This design comes from an exercise in tuning for small area, a short achievable clock period and few clock cycles on the open sky130 flow, not from production work.
The RTL was checked by simulation tests, not by an equivalence proof against the original design.
Power figures rest on the tool's default switching activity, not on a simulated workload.

// convUnit
module convUnit (
    clk,
    reset,
    image,
    filter,
    result,
    done
);
    parameter DATA_WIDTH = 16;
    parameter D = 1;
    parameter F = 5;
    localparam N = D*F*F;
    input clk, reset;
    input [N*DATA_WIDTH-1:0] image, filter;
    output reg [DATA_WIDTH-1:0] result;
    output reg done;   
    reg  [N-1:1] pend;      
    reg          last;      
    reg          valid;     
    reg          pvalid;    
    reg  [DATA_WIDTH-1:0] opA, opB, product;
    wire [N-1:1] nz;
    wire [DATA_WIDTH-1:0] selA, selB, multResult, addResult;
    wire any = |pend;
    processingElement16 #(.DATA_WIDTH(DATA_WIDTH), .N(N)) SEL (
        .reset (reset),
        .pend  (pend),
        .image (image),
        .filter(filter),
        .opA   (selA),
        .opB   (selB),
        .nz    (nz)
    );
    floatMult16 FM (opA, opB, multResult);
    floatAdd16 FADD (product, result, addResult);
    always @(posedge clk) begin
        pend    <= reset ? nz : (pend & (pend - 1'b1));
        opA     <= selA;
        opB     <= selB;
        valid   <= reset | any;
        product <= multResult;
    end
    always @(posedge clk, posedge reset) begin
        if (reset == 1'b1) begin
            last   <= 1'b0;
            done   <= 1'b0;
            pvalid <= 1'b0;
            result <= 0;
        end else begin
            last   <= ~any;
            done   <= last;
            pvalid <= valid;
            if (pvalid) result <= addResult;
        end
    end
endmodule
For scale: roughly 3000 cells after synthesis, ~92 flip-flops, roughly 820 I/O pins.
==> flow/config.mk <==
export PLATFORM = sky130hd
export DESIGN_NAME = convUnit
export DESIGN_NICKNAME = convUnit
export VERILOG_FILES = /design/flow/design.v
export SDC_FILE = /design/flow/constraint.sdc
export NUM_CORES = 4
export LEC_CHECK = 0
export ABC_AREA = 1
export CAP_MARGIN = 20
export CORE_AREA = 5 5 245 245
export DIE_AREA = 0 0 250 250
export SLEW_MARGIN = 20
==> flow/constraint.sdc <==
create_clock -name core_clock -period 16.0 [get_ports {clk}]
set_input_delay 3.2000 -clock core_clock [delete_from_list [all_inputs] [get_ports {clk}]]
set_output_delay 3.2000 -clock core_clock [all_outputs]
set_load 0.01 [all_outputs]
standard.sh (not shown) runs the stock make flow with config.mk's settings and CLKGATE_MAP_FILE= SYNTH_SCRIPT=/design/flow/synth_recipe.tcl, a recipe that flattens the netlist after the stock synthesis.
==> flow/flow/run.sh <==
#!/bin/bash
set -euo pipefail
export BUFFER_PORTS_ARGS="-buffer_cell sky130_fd_sc_hd__buf_1"
export SETUP_SLACK_MARGIN="${MARGIN:-$(cat flow/margin.txt)}"
bash standard.sh > standard.log 2>&1
==> flow/flow/margin.txt <==
12
The starting point completed with no timing, DRC or antenna violations.
Testbench counts at the start, summed over its fixed seeds: cycles 10,736.
Edit:
==> flow/flow/margin.txt (replaced) <==
0
After rerunning: Wire length shrinks by 9.0%; sequential power shrinks by about 3%; final area shrinks by 15%; worst setup slack gets worse by 940 ps; power shrinks by 23%; maximum frequency shrinks by 16%; critical path depth shrinks by 1; utilization shrinks by 7.1 points; synthesized cell count stays the same.
Edit:
==> flow/flow/margin.txt (replaced) <==
10
Result:
- final area rose by 0.31%
- power goes up by about 0.4%
- global-route usage is unchanged
- worst setup slack improved by 310 ps
- non-clock buffer count rose by 3
- wire length hardly moves
- hold slack improved by 4.4 ps
- area after synthesis does not change
Edit:
==> flow/flow/margin.txt (replaced) <==
10.5
ABC_AREA = not set   (was 1)
Effect: Clock power decreases by about 3%; via count decreases by 2.4%; clock skew is about the same; worst setup slack degrades by 40 ps; final area grows by 7.8%.

* * *

convUnit again, from the RTL that the note above started with.
Design convUnit, start of the top module:
module convUnit (
    clk,
    reset,
    image,
    filter,
    result,
    done
);
export LEC_CHECK = 0
export ABC_AREA = 1
export CAP_MARGIN = 20
export CORE_AREA = 5 5 245 245
export DIE_AREA = 0 0 250 250
export SLEW_MARGIN = 20
create_clock -name core_clock -period 16.0 [get_ports {clk}]
==> flow/flow/margin.txt <==
11
Scripts as last shown in full above: flow/flow/run.sh
Testbench counts at the start, summed over its fixed seeds: cycles 10,736.
==> next run, changes <==
--- a/flow/config.mk
+++ b/flow/config.mk
@@ -7,6 +7,6 @@
 export LEC_CHECK = 0
 export ABC_AREA = 1
-export CAP_MARGIN = 20
+export CAP_MARGIN = 0
 export CORE_AREA = 5 5 245 245
 export DIE_AREA = 0 0 250 250
-export SLEW_MARGIN = 20
+export SLEW_MARGIN = 0
Result: The changed run completed without violations; cell area went down by 0.68%; clock power stays flat; maximum frequency went down by 0.82%; sequential share of layout area is about the same; power went down by 1.2%; combinational power went down by about 1%; final cell count went down by 0.43%.

[what the ideal ports hide]
In the flow no input, the clock included, has a driving cell. The finished layouts below were timed again as built, in two steps. Step 1 (the two cells are an assumption about what drives the block):
set clk [get_ports {clk}]
set_driving_cell -lib_cell sky130_fd_sc_hd__clkbuf_16 $clk
set_driving_cell -lib_cell sky130_fd_sc_hd__buf_2 [delete_from_list [all_inputs] $clk]
Step 2, shift: input delay + t, output delay - t, t = (earliest + latest rising clock arrival at the registers) / 2. This alone moves slack from input paths to output paths. a / b / c = ideal ports / drivers / drivers and shift; a / b = the first two.
run	shift t [ns]	setup WS [ns]	hold WS [ns]	worst data-port slew with drivers (ns)	cell pins on the clock port's net
the first run of note 1	0.452	11.000 / 11.000 / 10.998	0.330 / 0.330 / 0.330	0.30	1
the second run of note 1	0.451	10.065 / 10.065 / 10.065	0.334 / 0.334 / 0.334	0.22	1
the third run of note 1	0.451	10.378 / 10.378 / 10.330	0.338 / 0.338 / 0.338	0.20	1
the fourth run of note 1	0.446	10.338 / 10.351 / 9.905	0.339 / 0.339 / 0.339	0.20	1
the first run of note 2	0.440	10.999 / 10.999 / 10.634	0.361 / 0.361 / 0.361	0.21	1
the second run of note 2	0.444	10.958 / 10.995 / 10.551	0.364 / 0.364 / 0.364	0.23	1
After both steps setup and hold are still met in every run listed. The setup slack of the fourth run of note 1, which loses most, moves by +0.013 ns with the drivers and by -0.433 ns with both steps.
